Context: an optimization exercise on an open-source flow, tuned for a short achievable clock period and few clock cycles. The choices shown serve that exercise and are no tape-out recipe.
The RTL was checked by simulation tests, not by an equivalence proof against the original design.
No activity file was given, so power comes from the tool's default toggle rates.

==> delta: inputs <==
==> flow/design.v <==
module SingleCycleMIPS(
    clk,
    rst_n,
    IR_addr,
    IR,
    ReadDataMem,
    CEN,
    WEN,
    A,
    Data2Mem,
    OEN
);
    input         clk, rst_n;
    input  [31:0] IR;
    output [31:0] IR_addr;
    input  [31:0] ReadDataMem;
    output        CEN;
    output        WEN;
    output  [6:0] A;
    output [31:0] Data2Mem;
    output        OEN;
    integer i, k;
    reg  [31:0] pc_f;
    reg  [31:0] ras;
    reg         valid_d;
    reg  [31:0] ir_d;
    reg  [31:0] pc4_d;
    reg  [31:0] pred_d;
    reg  [31:0] ohs_d, oht_d;
    reg         valid_x;
    reg         we_x;
    reg  [4:0]  rd_x;
    reg         load_x, store_x, br_x, bne_x, jr_x, chk4_x;
    reg         add_x, sub_x, and_x, or_x, slt_x, sll_x, srl_x;
    reg  [31:0] a_x, b_x, t_x;
    reg  [8:0]  off_x;
    reg  [4:0]  sh_x;
    reg  [31:0] pc4_x, tgt_x, pred_x;
    reg         ne_tgt_x, ne_pc4_x;
    reg         we_m, load_m;
    reg  [4:0]  rd_m;
    reg  [31:0] res_m;
    reg         cen_r, wen_r, oen_r;
    reg  [6:0]  a_r;
    reg  [31:0] d_r;
    reg         we_w;
    reg  [4:0]  rd_w;
    reg  [31:0] res_w;
    reg  [31:0] rf [1:31];
    reg  [31:1] rv;
    assign IR_addr  = pc_f;
    assign CEN      = cen_r;
    assign WEN      = wen_r;
    assign OEN      = oen_r;
    assign A        = a_r;
    assign Data2Mem = d_r;
    function [31:0] ks_add;
        input [31:0] x, y;
        input        ci;
        reg   [31:0] g, p, p0, c;
        integer      l, n, d;
        begin
            p0 = x ^ y;
            g  = x & y;
            p  = p0;
            g[0] = g[0] | (p0[0] & ci);
            for (l = 0; l < 5; l = l + 1) begin
                d = 1 << l;
                for (n = 31; n >= 0; n = n - 1) begin
                    if (n >= d) begin
                        g[n] = g[n] | (p[n] & g[n - d]);
                        p[n] = p[n] & p[n - d];
                    end
                end
            end
            c = {g[30:0], ci};
            ks_add = p0 ^ c;
        end
    endfunction
    wire [31:0] pc4_f   = pc_f + 32'd4;
    wire        if_j    = (IR[31:27] == 5'b00001);
    wire        if_jr   = (IR[31:26] == 6'd0) && (IR[5:0] == 6'h08);
    wire [31:0] jtgt_f  = {pc4_f[31:28], IR[25:0], 2'b00};
    wire        if_bb   = (IR[31:27] == 5'b00010) & IR[15];
    wire [9:0]  btlo_f  = pc4_f[11:2] + IR[9:0];
    wire [31:0] btgt_f  = {pc4_f[31:12], btlo_f, 2'b00};
    wire [31:0] pred_f  = if_j ? jtgt_f : (if_jr ? ras : (if_bb ? btgt_f : pc4_f));
    reg  [31:0] ohs_f, oht_f;
    always @(*) begin
        for (k = 0; k < 32; k = k + 1) begin
            ohs_f[k] = (IR[25:21] == k);
            oht_f[k] = (IR[20:16] == k);
        end
    end
    wire [5:0]  op_d  = ir_d[31:26];
    wire [5:0]  fn_d  = ir_d[5:0];
    wire [4:0]  rs_d  = ir_d[25:21];
    wire [4:0]  rt_d  = ir_d[20:16];
    wire [4:0]  rdf_d = ir_d[15:11];
    wire [15:0] imm_d = ir_d[15:0];
    wire rtype_d = (op_d == 6'h00);
    wire jr_d    = rtype_d & (fn_d == 6'h08);
    wire add_d   = rtype_d & (fn_d == 6'h20);
    wire sub_d   = rtype_d & (fn_d == 6'h22);
    wire or_d    = rtype_d & (fn_d == 6'h25);
    wire slt_d   = rtype_d & (fn_d == 6'h2a);
    wire sll_d   = rtype_d & (fn_d == 6'h00);
    wire srl_d   = rtype_d & (fn_d == 6'h02);
    wire and_d   = rtype_d & ~(jr_d | add_d | sub_d | or_d | slt_d | sll_d | srl_d);
    wire addi_d  = (op_d == 6'h08);
    wire lw_d    = (op_d == 6'h23);
    wire sw_d    = (op_d == 6'h2b);
    wire beq_d   = (op_d == 6'h04);
    wire bne_d   = (op_d == 6'h05);
    wire j_d     = (op_d == 6'h02);
    wire jal_d   = (op_d == 6'h03);
    wire br_d    = beq_d | bne_d;
    wire isrc_d  = addi_d | lw_d | sw_d;
    wire       wr_d  = (rtype_d & ~jr_d) | addi_d | lw_d | jal_d;
    wire [4:0] dst_d = jal_d ? 5'd31 : (rtype_d ? rdf_d : rt_d);
    wire       we_d  = valid_d & wr_d & (dst_d != 5'd0);
    wire       urs_d = rtype_d | addi_d | lw_d | sw_d | br_d;
    wire       urt_d = rtype_d | sw_d | br_d;
    wire [31:0] val_m = load_m ? ReadDataMem : res_m;
    wire [31:0] vs_d = ohs_d & {rv, 1'b0};
    wire [31:0] vt_d = oht_d & {rv, 1'b0};
    reg  [31:0] rfs_d, rft_d;
    always @(*) begin
        rfs_d = 32'd0;
        rft_d = 32'd0;
        for (k = 1; k < 32; k = k + 1) begin
            rfs_d = rfs_d | (rf[k] & {32{vs_d[k]}});
            rft_d = rft_d | (rf[k] & {32{vt_d[k]}});
        end
    end
    wire ms_d = we_m & (rd_m == rs_d);
    wire ws_d = we_w & (rd_w == rs_d) & ~ms_d;
    wire fs_d = ~ms_d & ~ws_d;
    wire mt_d = we_m & (rd_m == rt_d);
    wire wt_d = we_w & (rd_w == rt_d) & ~mt_d;
    wire ft_d = ~mt_d & ~wt_d;
    wire [31:0] rsv_d = ({32{ms_d}} & val_m) | ({32{ws_d}} & res_w) | ({32{fs_d}} & rfs_d);
    wire [31:0] rtv_d = ({32{mt_d}} & val_m) | ({32{wt_d}} & res_w) | ({32{ft_d}} & rft_d);
    wire fwd_a_d = we_x & ~load_x & (rd_x == rs_d);
    wire fwd_t_d = we_x & ~load_x & (rd_x == rt_d);
    wire stall   = valid_d & we_x & load_x &
                   ((urs_d & (rs_d == rd_x)) | (urt_d & (rt_d == rd_x)));
    wire [31:0] sext_d = {{16{imm_d[15]}}, imm_d};
    wire [31:0] tgt_d  = ks_add(pc4_d, {sext_d[29:0], 2'b00}, 1'b0);
    wire ex_redir;
    wire ne_tgt_d = (pred_d != tgt_d);
    wire ne_pc4_d = (pred_d != pc4_d);
    wire [31:0] a_e = a_x;
    wire [31:0] b_e = b_x;
    wire [31:0] t_e = t_x;
    wire [31:0] sum_e  = ks_add(a_e, b_e, 1'b0);
    wire [31:0] diff_e = ks_add(a_e, ~b_e, 1'b1);
    wire        lt_e   = (a_e[31] != b_e[31]) ? a_e[31] : diff_e[31];
    wire [31:0] res_e  = ({32{add_x}} & sum_e)
                       | ({32{sub_x}} & diff_e)
                       | ({32{and_x}} & (a_e & b_e))
                       | ({32{or_x}}  & (a_e | b_e))
                       | ({32{slt_x}} & {31'd0, lt_e})
                       | ({32{sll_x}} & (b_e << sh_x))
                       | ({32{srl_x}} & (b_e >> sh_x));
    wire [8:0]  addr_e = a_e[8:0] + off_x;
    wire live_x  = valid_x;
    wire eq_e    = (a_e == t_e);
    wire taken_e = bne_x ? ~eq_e : eq_e;
    wire ne_jr   = (pred_x != a_e);
    assign ex_redir = live_x & (br_x ? (taken_e ? ne_tgt_x : ne_pc4_x)
                                  : (jr_x ? ne_jr : (chk4_x & ne_pc4_x)));
    wire [31:0] ex_tgt = br_x ? (taken_e ? tgt_x : pc4_x) : (jr_x ? a_e : pc4_x);
    wire        hold    = ex_redir | stall;
    wire [31:0] pc_base = ex_redir ? ex_tgt : (stall ? pc_f : pc4_f);
    wire [31:0] pc_n    = (~hold & if_j) ? jtgt_f : ((~hold & if_jr) ? ras :
                          ((~hold & if_bb) ? btgt_f : pc_base));
    always @(posedge clk or negedge rst_n) begin
        if (~rst_n) begin
            pc_f    <= 32'd0;
            ras     <= 32'd0;
            valid_d <= 1'b0;
            valid_x <= 1'b0;
            we_x    <= 1'b0;
            we_m    <= 1'b0;
            cen_r   <= 1'b1;
            wen_r   <= 1'b1;
            oen_r   <= 1'b0;
            we_w    <= 1'b0;
            rv      <= 31'd0;
        end else begin
            pc_f <= pc_n;
            if (valid_d & jal_d) ras <= pc4_d;
            if (ex_redir) valid_d <= 1'b0;
            else if (~stall)        valid_d <= 1'b1;
            valid_x <= valid_d & ~stall & ~ex_redir;
            we_x    <= we_d & ~stall & ~ex_redir;
            we_m    <= we_x;
            cen_r   <= ~(live_x & (load_x | store_x));
            wen_r   <= ~(live_x & store_x);
            oen_r   <= live_x & store_x;
            we_w    <= we_m;
            if (we_w) rv[rd_w] <= 1'b1;
        end
    end
    always @(posedge clk) begin
        if (~stall) begin
            ir_d   <= IR;
            pc4_d  <= pc4_f;
            pred_d <= pred_f;
            ohs_d  <= ohs_f;
            oht_d  <= oht_f;
        end
        rd_x     <= dst_d;
        load_x   <= lw_d;
        store_x  <= sw_d;
        br_x     <= br_d;
        bne_x    <= bne_d;
        jr_x     <= jr_d;
        chk4_x   <= ~(j_d | jal_d);
        add_x    <= add_d | addi_d | jal_d;
        sub_x    <= sub_d;
        and_x    <= and_d;
        or_x     <= or_d;
        slt_x    <= slt_d;
        sll_x    <= sll_d;
        srl_x    <= srl_d;
        a_x      <= (fwd_a_d & ~jal_d) ? res_e : (jal_d ? 32'd0 : rsv_d);
        b_x      <= (fwd_t_d & ~(jal_d | isrc_d)) ? res_e : (jal_d ? pc4_d : (isrc_d ? sext_d : rtv_d));
        t_x      <= fwd_t_d ? res_e : rtv_d;
        off_x    <= imm_d[8:0];
        sh_x     <= ir_d[10:6];
        pc4_x    <= pc4_d;
        tgt_x    <= tgt_d;
        pred_x   <= pred_d;
        ne_tgt_x <= ne_tgt_d;
        ne_pc4_x <= ne_pc4_d;
        rd_m   <= rd_x;
        load_m <= load_x;
        res_m  <= res_e;
        a_r    <= addr_e[8:2];
        d_r    <= t_e;
        rd_w  <= rd_m;
        res_w <= val_m;
        if (we_w) rf[rd_w] <= res_w;
    end
endmodule
==> flow/flow/run.sh <==
#!/bin/bash
set -euo pipefail
bash standard.sh SETUP_SLACK_MARGIN=8 TNS_END_PERCENT=100 finish > standard_flow.log 2>&1
==> flow/standard.sh <==
#!/bin/bash
# synth_recipe.tcl (not shown) runs the flow's synth.tcl, then flattens the netlist and writes it again
# the make line also repeats each setting of config.mk as NAME=value (left out here)
make -C /OpenROAD-flow-scripts/flow DESIGN_CONFIG=/design/flow/config.mk WORK_HOME=/design/flow/orfs CLKGATE_MAP_FILE= SYNTH_SCRIPT=/design/flow/synth_recipe.tcl "${@:-finish}"
==> flow/config.mk <==
export PLATFORM = sky130hd
export DESIGN_NAME = SingleCycleMIPS
export DESIGN_NICKNAME = SingleCycleMIPS
export VERILOG_FILES = /design/flow/design.v
export SDC_FILE = /design/flow/constraint.sdc
export NUM_CORES = 4
export LEC_CHECK = 0
export CAP_MARGIN = 20
export CORE_MARGIN = 2
export CORE_UTILIZATION = 45
export SLEW_MARGIN = 20
==> flow/constraint.sdc <==
create_clock -name core_clock -period 11.0 [get_ports {clk}]
set_input_delay 2.2000 -clock core_clock [delete_from_list [all_inputs] [get_ports {clk}]]
set_output_delay 2.2000 -clock core_clock [all_outputs]
set_load 0.01 [all_outputs]
==> sierra (differences from delta) <==
--- a/flow/design.v
+++ b/flow/design.v
@@ -22,10 +22,21 @@
     integer i, k;
     reg  [31:0] pc_f;
     reg  [31:0] ras;
+    reg         lb_v;
+    reg  [31:0] lb_pc, lb_tgt;
+    reg         lb_bne;
+    reg  [4:0]  lb_rx;
+    reg  [31:0] lb_fall;     
+    reg         lb_nx;       
     reg         valid_d;
     reg  [31:0] ir_d;
     reg  [31:0] pc4_d;
     reg  [31:0] pred_d;
+    reg         ptk_d;       
+    reg         fz_d, fbne_d;  
+    reg         fpt_d;         
+    reg  [31:0] ftgt_d;        
+    reg  [4:0]  frx_d;         
     reg  [31:0] ohs_d, oht_d;
     reg         valid_x;
     reg         we_x;
@@ -36,7 +47,9 @@
     reg  [8:0]  off_x;
     reg  [4:0]  sh_x;
     reg  [31:0] pc4_x, tgt_x, pred_x;
-    reg         ne_tgt_x, ne_pc4_x;
+    reg         zk_x, z_x;
+    reg         addi_x, fz_x, fbne_x, fpt_x, nx_x;
+    reg  [31:0] fall_x, ftgt_x;
     reg         we_m, load_m;
     reg  [4:0]  rd_m;
     reg  [31:0] res_m;
@@ -77,6 +90,27 @@
             ks_add = p0 ^ c;
         end
     endfunction
+    function ks_c31;
+        input [31:0] x, y;
+        input        ci;
+        reg   [31:0] g, p;
+        integer      l, n, d;
+        begin
+            p = x ^ y;
+            g = x & y;
+            g[0] = g[0] | (p[0] & ci);
+            for (l = 0; l < 5; l = l + 1) begin
+                d = 1 << l;
+                for (n = 31; n >= 0; n = n - 1) begin
+                    if (n >= d) begin
+                        g[n] = g[n] | (p[n] & g[n - d]);
+                        p[n] = p[n] & p[n - d];
+                    end
+                end
+            end
+            ks_c31 = g[30];
+        end
+    endfunction
     wire [31:0] pc4_f   = pc_f + 32'd4;
     wire        if_j    = (IR[31:27] == 5'b00001);
     wire        if_jr   = (IR[31:26] == 6'd0) && (IR[5:0] == 6'h08);
@@ -84,7 +118,11 @@
     wire        if_bb   = (IR[31:27] == 5'b00010) & IR[15];
     wire [9:0]  btlo_f  = pc4_f[11:2] + IR[9:0];
     wire [31:0] btgt_f  = {pc4_f[31:12], btlo_f, 2'b00};
-    wire [31:0] pred_f  = if_j ? jtgt_f : (if_jr ? ras : (if_bb ? btgt_f : pc4_f));
+    wire        fuse_f  = lb_v & (pc_f == lb_pc);
+    wire [31:0] lb_next = lb_nx ? lb_fall : lb_tgt;
+    wire [31:0] seq_f   = fuse_f ? lb_next : pc4_f;
+    wire        ifc_f   = if_j | if_jr | if_bb;
+    wire [31:0] pred_f  = if_j ? jtgt_f : (if_jr ? ras : (if_bb ? btgt_f : seq_f));
     reg  [31:0] ohs_f, oht_f;
     always @(*) begin
         for (k = 0; k < 32; k = k + 1) begin
@@ -148,14 +186,27 @@
     wire [31:0] sext_d = {{16{imm_d[15]}}, imm_d};
     wire [31:0] tgt_d  = ks_add(pc4_d, {sext_d[29:0], 2'b00}, 1'b0);
     wire ex_redir;
-    wire ne_tgt_d = (pred_d != tgt_d);
-    wire ne_pc4_d = (pred_d != pc4_d);
+    wire [31:0] nimm_d = ~sext_d + 32'd1;
+    wire zk_d    = addi_d & ~fwd_a_d;
+    wire z_d     = (rsv_d == nimm_d);
+    wire [31:0] n2imm_d = {nimm_d[30:0], 1'b0};
+    wire nx_d    = (rsv_d == n2imm_d);
+    wire known_d = br_d & (rt_d == 5'd0) & we_x & zk_x & (rd_x == rs_d);
+    wire tk_d    = bne_d ? ~z_x : z_x;
+    wire unfold_d = fz_d & (fwd_a_d | ~addi_d | (rt_d != frx_d));
+    wire id_redir = valid_d & ~stall & ~ex_redir & ((known_d & (tk_d != ptk_d)) | unfold_d);
+    wire [31:0] id_tgt = (tk_d & ~fz_d) ? tgt_d : pc4_d;
+    wire learn_d = valid_d & br_d & imm_d[15] & (rt_d == 5'd0) &
+                   we_x & addi_x & (rd_x == rs_d) & (fall_x == pc4_d);
     wire [31:0] a_e = a_x;
     wire [31:0] b_e = b_x;
     wire [31:0] t_e = t_x;
     wire [31:0] sum_e  = ks_add(a_e, b_e, 1'b0);
-    wire [31:0] diff_e = ks_add(a_e, ~b_e, 1'b1);
-    wire        lt_e   = (a_e[31] != b_e[31]) ? a_e[31] : diff_e[31];
+    wire [31:0] difl_e = ks_add(a_e, ~b_e, 1'b1);
+    wire        dc31_e = ks_c31(a_e, ~b_e, 1'b1);
+    wire        x31_e  = a_e[31] ^ b_e[31];
+    wire [31:0] diff_e = {~x31_e ^ dc31_e, difl_e[30:0]};
+    wire        lt_e   = x31_e ? a_e[31] : ~dc31_e;
     wire [31:0] res_e  = ({32{add_x}} & sum_e)
                        | ({32{sub_x}} & diff_e)
                        | ({32{and_x}} & (a_e & b_e))
@@ -167,18 +218,23 @@
     wire live_x  = valid_x;
     wire eq_e    = (a_e == t_e);
     wire taken_e = bne_x ? ~eq_e : eq_e;
-    wire ne_jr   = (pred_x != a_e);
-    assign ex_redir = live_x & (br_x ? (taken_e ? ne_tgt_x : ne_pc4_x)
-                                  : (jr_x ? ne_jr : (chk4_x & ne_pc4_x)));
-    wire [31:0] ex_tgt = br_x ? (taken_e ? tgt_x : pc4_x) : (jr_x ? a_e : pc4_x);
-    wire        hold    = ex_redir | stall;
-    wire [31:0] pc_base = ex_redir ? ex_tgt : (stall ? pc_f : pc4_f);
+    wire ne_jr    = (pred_x != a_e);
+    wire ne_tgt_x = (pred_x != tgt_x);
+    wire ne_pc4_x = (pred_x != pc4_x);
+    wire taken_f = fbne_x ? ~z_x : z_x;
+    assign ex_redir = live_x & (fz_x ? (taken_f != fpt_x) :
+                                br_x ? (taken_e ? ne_tgt_x : ne_pc4_x)
+                                     : (jr_x ? ne_jr : (chk4_x & ne_pc4_x)));
+    wire [31:0] ex_tgt = fz_x ? (taken_f ? ftgt_x : fall_x) : (br_x ? (taken_e ? tgt_x : pc4_x) : (jr_x ? a_e : pc4_x));
+    wire        hold    = ex_redir | id_redir | stall;
+    wire [31:0] pc_base = ex_redir ? ex_tgt : (id_redir ? id_tgt : (stall ? pc_f : seq_f));
     wire [31:0] pc_n    = (~hold & if_j) ? jtgt_f : ((~hold & if_jr) ? ras :
                           ((~hold & if_bb) ? btgt_f : pc_base));
     always @(posedge clk or negedge rst_n) begin
         if (~rst_n) begin
             pc_f    <= 32'd0;
             ras     <= 32'd0;
+            lb_v    <= 1'b0;
             valid_d <= 1'b0;
             valid_x <= 1'b0;
             we_x    <= 1'b0;
@@ -191,7 +247,8 @@
         end else begin
             pc_f <= pc_n;
             if (valid_d & jal_d) ras <= pc4_d;
-            if (ex_redir) valid_d <= 1'b0;
+            if (learn_d) lb_v <= 1'b1;
+            if (ex_redir | id_redir) valid_d <= 1'b0;
             else if (~stall)        valid_d <= 1'b1;
             valid_x <= valid_d & ~stall & ~ex_redir;
             we_x    <= we_d & ~stall & ~ex_redir;
@@ -208,9 +265,30 @@
             ir_d   <= IR;
             pc4_d  <= pc4_f;
             pred_d <= pred_f;
+            ptk_d  <= if_bb;
+            fz_d   <= fuse_f & ~ifc_f;
+            frx_d  <= lb_rx;
+            fbne_d <= lb_bne;
+            fpt_d  <= ~lb_nx;
+            ftgt_d <= lb_tgt;
             ohs_d  <= ohs_f;
             oht_d  <= oht_f;
         end
+        if (learn_d) begin
+            lb_pc   <= pc4_x - 32'd4;
+            lb_fall <= fall_x;
+            lb_tgt  <= tgt_d;
+            lb_bne  <= bne_d;
+            lb_rx   <= rs_d;
+        end
+        if (learn_d | (live_x & fz_x)) lb_nx <= nx_x;
+        nx_x     <= nx_d & ~fwd_a_d;
+        fpt_x    <= fpt_d;
+        ftgt_x   <= ftgt_d;
+        addi_x   <= addi_d;
+        fz_x     <= fz_d & ~unfold_d;
+        fbne_x   <= fbne_d;
+        fall_x   <= pc4_d + 32'd4;
         rd_x     <= dst_d;
         load_x   <= lw_d;
         store_x  <= sw_d;
@@ -232,9 +310,9 @@
         sh_x     <= ir_d[10:6];
         pc4_x    <= pc4_d;
         tgt_x    <= tgt_d;
-        pred_x   <= pred_d;
-        ne_tgt_x <= ne_tgt_d;
-        ne_pc4_x <= ne_pc4_d;
+        pred_x   <= id_redir ? id_tgt : pred_d;
+        zk_x     <= zk_d;
+        z_x      <= z_d;
         rd_m   <= rd_x;
         load_m <= load_x;
         res_m  <= res_e;
==> flow/flow/run.sh (replaced) <==
#!/bin/bash
set -euo pipefail
bash standard.sh SETUP_SLACK_MARGIN=8 TNS_END_PERCENT=100 \
  "BUFFER_PORTS_ARGS=-buffer_cell sky130_fd_sc_hd__buf_4" finish > standard_flow.log 2>&1
--- a/flow/config.mk
+++ b/flow/config.mk
@@ -7,5 +7,6 @@
 export LEC_CHECK = 0
 export CAP_MARGIN = 20
 export CORE_MARGIN = 2
-export CORE_UTILIZATION = 45
+export CORE_UTILIZATION = 40
 export SLEW_MARGIN = 20
+export TNS_END_PERCENT = 100
==> impl_metrics.yaml <==
floorplan:
  floorplan.die_area_sq_um: 218000
timing:
  final.setup.worst_slack_ns: 6.92
power:
  static-leakage-power_nw: 41.5
final_layout:
  final_cell_area_sq_um: 114000
run_status:
  outcome: "timing/DRC/antenna clean"
# the run above: sierra

==> impl_metrics.yaml <==
floorplan:
  floorplan.die_area_sq_um: 170000
critical_path:
  critical_path.top_delay_family: "compound AO/OA/AOI/OAI gates"
clock_network:
  post_cts_buffers: 195
timing:
  setup_viol: 0
run_status:
  outcome: "timing/DRC/antenna clean"
final_layout:
  non_clock_inverter_count: 159
  final_cell_area_sq_um: 92500
# the run above: delta

Testbench counts of delta, summed over its fixed seeds: cycles 22,205.
Testbench counts of sierra, summed over its fixed seeds: cycles 20,271.

-- re-timing with driven ports --
The results above use ideal ports. As a check the final layouts listed here were re-extracted and re-timed, cells and wires unchanged.
Step 1 (the two cells are an assumption about what drives the block):
set clk [get_ports {clk}]
set_driving_cell -lib_cell sky130_fd_sc_hd__clkbuf_16 $clk
set_driving_cell -lib_cell sky130_fd_sc_hd__buf_2 [delete_from_list [all_inputs] $clk]
Step 2, shift: input delay + t, output delay - t, t = (earliest + latest rising clock arrival at the registers) / 2. This alone moves slack from input paths to output paths.
Three values: no drivers, after step 1, after step 2; two values: the first two.
run	t (ns)	setup slack, ns	latest minus earliest clock arrival (ns)	worst slew at a driven data input, ns
delta	0.941	6.851 / 6.851 / 6.483	0.088 / 0.089	0.07
sierra	0.969	6.918 / 6.918 / 6.325	0.080 / 0.080	0.09
After both steps setup and hold are still met in every run listed. The setup slack of sierra, which loses most, moves by 0.000 ns with the drivers and by -0.593 ns with both steps.
